This is an optimization exercise on Yosys and OpenROAD, whose aim is small area and a short achievable clock period, not a production implementation. Function was checked by simulation only, so behaviour that the tests miss may differ from the original. Power figures rest on the tool's default switching activity, not on a simulated workload.

## run A
==> flow/design.v (excerpt) <==
module KEYBOARD_CONTROLLER (
	RST_N     ,
	DATA      ,
	CLK_50MHZ ,
	PS2CLK    ,
	ASCII_OUT ,
	COLOR     ,
	COMMAND
	);
make LEC_CHECK=0 CAP_MARGIN=20 CORE_MARGIN=2 CORE_UTILIZATION=40 CTS_BUF_LIST=sky130_fd_sc_hd__clkbuf_8 CTS_CLUSTER_DIAMETER=60 CTS_CLUSTER_SIZE=16 SLEW_MARGIN=20 finish   # period 160.0 ns
run.sh (not shown) runs the stock make flow with config.mk's settings and CLKGATE_MAP_FILE= SYNTH_SCRIPT=/design/flow/synth_recipe.tcl, a recipe that flattens the netlist after the stock synthesis.
Setup changes, run A to run B
==> flow/flow/run.sh (new file) <==
#!/bin/bash
set -euo pipefail
export BUFFER_PORTS_ARGS="-buffer_cell sky130_fd_sc_hd__buf_2"
bash standard.sh finish > flow_make.log 2>&1
==> flow/standard.sh (new file) <==
#!/bin/bash
# synth_recipe.tcl (not shown) runs the flow's synth.tcl, then flattens the netlist and writes it again
# the make line also repeats each setting of config.mk as NAME=value (left out here)
make -C /OpenROAD-flow-scripts/flow DESIGN_CONFIG=/design/flow/config.mk WORK_HOME=/design/flow/orfs CLKGATE_MAP_FILE= SYNTH_SCRIPT=/design/flow/synth_recipe.tcl "${@:-finish}"
removed: flow/run.sh
### Flow results
Comparing the two runs side by side, run B comes out ahead of run A on final period demand of the worst path. Combinational share of power: run B vs run A, no meaningful difference. Diff run B and run A: maximum operating frequency lower in run A. Summary of run B over run A: proportion of power drawn by flip-flops and latches saw a decrease, remaining antenna violation count after routing about even. When the final numbers for run B and run A were put side by side, the met1 global-route usage turned out to be greater in run A. Looking at clock-net power, run B sits about 5% above run A. Run A → run B: non-clock buffer count +4; final area held steady; final routed wirelength across all metal layers has remained practically unchanged. The lower worst setup margin of run B and run A is in run A.
Changes in run C relative to run B:
==> flow/run.sh (new file) <==
#!/bin/bash
# synth_recipe.tcl (not shown) runs the flow's synth.tcl, then flattens the netlist and writes it again
# the make line also repeats each setting of config.mk as NAME=value (left out here)
make -C /OpenROAD-flow-scripts/flow DESIGN_CONFIG=/design/flow/config.mk WORK_HOME=/design/flow/orfs CLKGATE_MAP_FILE= SYNTH_SCRIPT=/design/flow/synth_recipe.tcl finish
--- a/flow/config.mk
+++ b/flow/config.mk
@@ -9,3 +9,3 @@
 export CORE_MARGIN = 2
-export CORE_UTILIZATION = 40
+export CORE_UTILIZATION = 65
 export CTS_BUF_LIST = sky130_fd_sc_hd__clkbuf_8
removed: flow/flow/run.sh
removed: flow/standard.sh
### Flow results
- Looking at wire length on met2 across run B and run C, the one that comes out lower is run B.
- Final standard cell area without fillers (run C over run B): decrease, about 2%
- Sort run B and run C by total power divided by cell area, ascending, and run C comes first.
- [compare] base=run B new=run C: initial cell density of the core increased by 25 points relative to the old numbers, via count higher, maximum clock frequency dropped 1.3%.
What run D does differently from run C at the input level:
--- a/flow/config.mk
+++ b/flow/config.mk
@@ -9,6 +9,6 @@
 export CORE_MARGIN = 2
-export CORE_UTILIZATION = 65
+export CORE_UTILIZATION = 40
 export CTS_BUF_LIST = sky130_fd_sc_hd__clkbuf_8
-export CTS_CLUSTER_DIAMETER = 60
-export CTS_CLUSTER_SIZE = 16
+export CTS_CLUSTER_DIAMETER = 65
+export CTS_CLUSTER_SIZE = 19
 export SLEW_MARGIN = 20
--- outcome ---
- In terms of leakage power figure, run D and run C differ only marginally.
- Diff run D..run C | post-CTS repair timing setup buffer count | unchanged
- The met3 track utilization from global routing number comes out higher for run C vs run D.

* * *

Another version of the RTL of KEYBOARD_CONTROLLER (not shown whole).
For scale: ~2500 cells after synthesis, about 760 flip-flops, about 22 I/O pins, roughly 26000 um2 of cells after synthesis.
// KEYBOARD_CONTROLLER
module KEYBOARD_CONTROLLER (
	RST_N     ,
	DATA      ,
	CLK_50MHZ ,
	PS2CLK    ,
	ASCII_OUT ,
	COLOR     ,
	COMMAND
	);
Settings: LEC_CHECK=0, CAP_MARGIN=20, CORE_MARGIN=2, CORE_UTILIZATION=70, CTS_BUF_LIST=sky130_fd_sc_hd__clkbuf_8, CTS_CLUSTER_DIAMETER=60, CTS_CLUSTER_SIZE=16, SLEW_MARGIN=20; clock period 160.0 ns.
standard.sh (not shown) runs the stock make flow with config.mk's settings and CLKGATE_MAP_FILE= SYNTH_SCRIPT=/design/flow/synth_recipe.tcl, a recipe that flattens the netlist after the stock synthesis.
==> flow/flow/run.sh <==
#!/bin/bash
set -euo pipefail
export BUFFER_PORTS_ARGS="-buffer_cell sky130_fd_sc_hd__buf_2"
bash standard.sh finish > flow_make.log 2>&1
The starting point completed with no timing, DRC or antenna violations.
Then changed:
--- a/flow/config.mk
+++ b/flow/config.mk
@@ -8,7 +8,7 @@
 export CAP_MARGIN = 20
 export CORE_MARGIN = 2
-export CORE_UTILIZATION = 70
+export CORE_UTILIZATION = 60
 export CTS_BUF_LIST = sky130_fd_sc_hd__clkbuf_8
-export CTS_CLUSTER_DIAMETER = 60
-export CTS_CLUSTER_SIZE = 16
+export CTS_CLUSTER_DIAMETER = 50
+export CTS_CLUSTER_SIZE = 18
 export SLEW_MARGIN = 20
The new run finished with timing, DRC and antenna clean.
Final area climbs by about 1%.
Utilization is lower by 10 points.
Via count decreases by about 9%.
Worst setup slack improves by 51 ps.
Then changed:
--- a/flow/config.mk
+++ b/flow/config.mk
@@ -8,7 +8,7 @@
 export CAP_MARGIN = 20
 export CORE_MARGIN = 2
-export CORE_UTILIZATION = 60
+export CORE_UTILIZATION = 40
 export CTS_BUF_LIST = sky130_fd_sc_hd__clkbuf_8
-export CTS_CLUSTER_DIAMETER = 50
-export CTS_CLUSTER_SIZE = 18
+export CTS_CLUSTER_DIAMETER = 60
+export CTS_CLUSTER_SIZE = 16
 export SLEW_MARGIN = 20
The new run finished with timing, DRC and antenna clean.
Power climbs by about 2.7%.
Area after synthesis is unchanged.
Sequential cell count stays the same.
Setup slack improves by 47 ps.
Combinational power increases by about 1%.
Then changed:
--- a/flow/config.mk
+++ b/flow/config.mk
@@ -8,5 +8,5 @@
 export CAP_MARGIN = 20
 export CORE_MARGIN = 2
-export CORE_UTILIZATION = 40
+export CORE_UTILIZATION = 60
 export CTS_BUF_LIST = sky130_fd_sc_hd__clkbuf_8
 export CTS_CLUSTER_DIAMETER = 60
=>
- register-to-register slack improved by 290 ps
- area after synthesis is unchanged
- design area goes down by about 2.2%
- synthesized cell count is unchanged
- sequential share of layout area goes up by 1.3 points
- worst setup slack got worse by 61 ps
- power goes down by 2.5%
- hold slack got worse by 7.5 ps
- wire length goes down by about 3.3%
Then changed:
--- a/flow/config.mk
+++ b/flow/config.mk
@@ -8,6 +8,6 @@
 export CAP_MARGIN = 20
 export CORE_MARGIN = 2
-export CORE_UTILIZATION = 60
-export CTS_BUF_LIST = sky130_fd_sc_hd__clkbuf_8
+export CORE_UTILIZATION = 40
+export CTS_BUF_LIST = sky130_fd_sc_hd__clkbuf_8 sky130_fd_sc_hd__clkbuf_16
 export CTS_CLUSTER_DIAMETER = 60
 export CTS_CLUSTER_SIZE = 16
What happened:
- die area grows by well over a third
- clock power grows by well over a third
- setup slack improves by 130 ps
- via count shrinks slightly
- final area grows by a few percent

* * *

the reference run:
KEYBOARD_CONTROLLER with an RTL version that a note above also has.
Size: ~2,500 cells after synthesis, roughly 26,000 sq um of cells after synthesis.
clock: 160.0 ns
lec_check: 0
cap_margin: 20
core_margin: 2
core_utilization: 40
cts_buf_list: sky130_fd_sc_hd__clkbuf_16
cts_cluster_diameter: 80
cts_cluster_size: 28
slew_margin: 20
run.sh (not shown) runs the stock make flow with config.mk's settings and CLKGATE_MAP_FILE= SYNTH_SCRIPT=/design/flow/synth_recipe.tcl, a recipe that flattens the netlist after the stock synthesis.
Stock flow here: none of the scripts above is used.
Setup changes, the reference run to the trial run
- CTS_CLUSTER_DIAMETER now 60, was 80
- CTS_CLUSTER_SIZE now 20, was 28
## What came out
The trial run ran to completion and came out clean on the timing, design-rule and antenna checks. Maximum frequency of the reference run is on par with the trial run. Between the reference run and the trial run, the ratio of final minimum period to clock period figures differ only marginally. The trial run vs. the reference run: number of vias per cell stayed essentially flat, post-route minimum period rose by 9.0 ps. The trial run consumes more power than the reference run does. The cell count number comes out lower for the reference run vs the trial run. As far as placeable core region goes, the trial run and the reference run are indistinguishable; the numbers are identical.

* * *

KEYBOARD_CONTROLLER, a different RTL version from the one above (not shown whole).
Size in the first run: about 3,000 cells after synthesis, about 760 flip-flops, about 22 I/O pins, roughly 27,000 sq um of cells after synthesis.
export LEC_CHECK = 0
export ABC_AREA = 1
export CAP_MARGIN = 20
export CORE_MARGIN = 2
export CORE_UTILIZATION = 40
export CTS_BUF_LIST = sky130_fd_sc_hd__clkbuf_4
export SLEW_MARGIN = 20
create_clock -name core_clock -period 160.0 [get_ports {CLK_50MHZ}]
Next try:
- ABC_AREA: 1 -> default
- CTS_BUF_LIST: sky130_fd_sc_hd__clkbuf_4 -> default
=>
- total power rises by a little under a tenth
- fmax went up slightly
- synthesized area came out higher slightly
- die area climbs slightly
- worst setup slack gets better by 330 ps
- register-to-register slack got worse by 740 ps
- non-clock buffer count rose by 33
- clock skew goes down by 22 ps

* * *

Setup of the baseline:
Another version of the RTL of KEYBOARD_CONTROLLER (not shown whole).
For scale: roughly 760 flip-flops, ~22 I/O pins.
Settings: LEC_CHECK=0, CAP_MARGIN=5, CORE_MARGIN=2, CORE_UTILIZATION=60, CTS_BUF_LIST=sky130_fd_sc_hd__clkbuf_8, CTS_CLUSTER_DIAMETER=60, CTS_CLUSTER_SIZE=16, SLEW_MARGIN=5; clock period 160.0 ns.
standard.sh (not shown) runs the stock make flow with config.mk's settings and CLKGATE_MAP_FILE= SYNTH_SCRIPT=/design/flow/synth_recipe.tcl, a recipe that flattens the netlist after the stock synthesis.
Scripts as last shown in full above: flow/flow/run.sh
## Diff of input files: the candidate against the baseline
Settings: CAP_MARGIN: 5 -> 20; SLEW_MARGIN: 5 -> 20.
[summary]
Comparing the baseline with the candidate, the final clock period utilization by the worst path came out essentially unchanged.
Compared with the baseline, in the candidate initial antenna violation count has remained practically unchanged, switching power total did not really move, worst-case setup margin in the final layout saw little to no change, final area shows no meaningful change.

## what the ideal ports hide
No port has a modelled driver above. Below, the same layouts with a new extraction and two added sets of constraints. Step 1 (the two cells are an assumption about what drives the block):
set clk [get_ports {CLK_50MHZ}]
set_driving_cell -lib_cell sky130_fd_sc_hd__clkbuf_16 $clk
set_driving_cell -lib_cell sky130_fd_sc_hd__buf_2 [delete_from_list [all_inputs] $clk]
Step 2, shift: input delay + t, output delay - t, t = (earliest + latest rising clock arrival at the registers) / 2. This alone moves slack from input paths to output paths. a / b / c = no drivers / after step 1 / after step 2; a / b = the first two.
run | t (ns) | setup WS [ns] | worst setup path after step 2 | worst slew at a driven data input, ns
run A | 0.763 | 126.192 / 126.129 / 126.892 | register to output | 0.03
run B | 0.738 | 126.622 / 126.558 / 127.296 | register to output | 0.03
run C | 0.740 | 126.167 / 126.111 / 126.851 | register to output | 0.04
run D | 0.748 | 126.193 / 126.129 / 126.877 | register to output | 0.03
the first run of note 2 | 0.764 | 126.663 / 126.608 / 127.372 | register to output | 0.05
the second run of note 2 | 0.744 | 126.714 / 126.662 / 127.406 | register to output | 0.03
the third run of note 2 | 0.724 | 126.761 / 126.706 / 127.429 | register to output | 0.03
the fourth run of note 2 | 0.761 | 126.700 / 126.649 / 127.410 | register to output | 0.03
the fifth run of note 2 | 0.659 | 126.826 / 126.766 / 127.425 | register to output | 0.03
the reference run | 0.666 | 126.286 / 126.222 / 126.888 | register to output | 0.03
the trial run | 0.672 | 126.277 / 126.214 / 126.886 | register to output | 0.03
the first run of note 4 | 1.034 | 125.950 / 125.892 / 126.525 | input, reset recovery | 0.05
the second run of note 4 | 0.672 | 126.279 / 126.219 / 126.755 | input, reset recovery | 0.03
the baseline | 0.736 | 126.653 / 126.598 / 127.091 | input, reset recovery | 0.04
the candidate | 0.740 | 126.652 / 126.598 / 127.337 | register to output | 0.04
After both steps every run listed still meets setup and hold. The worst setup slack also covers recovery checks on asynchronous resets.
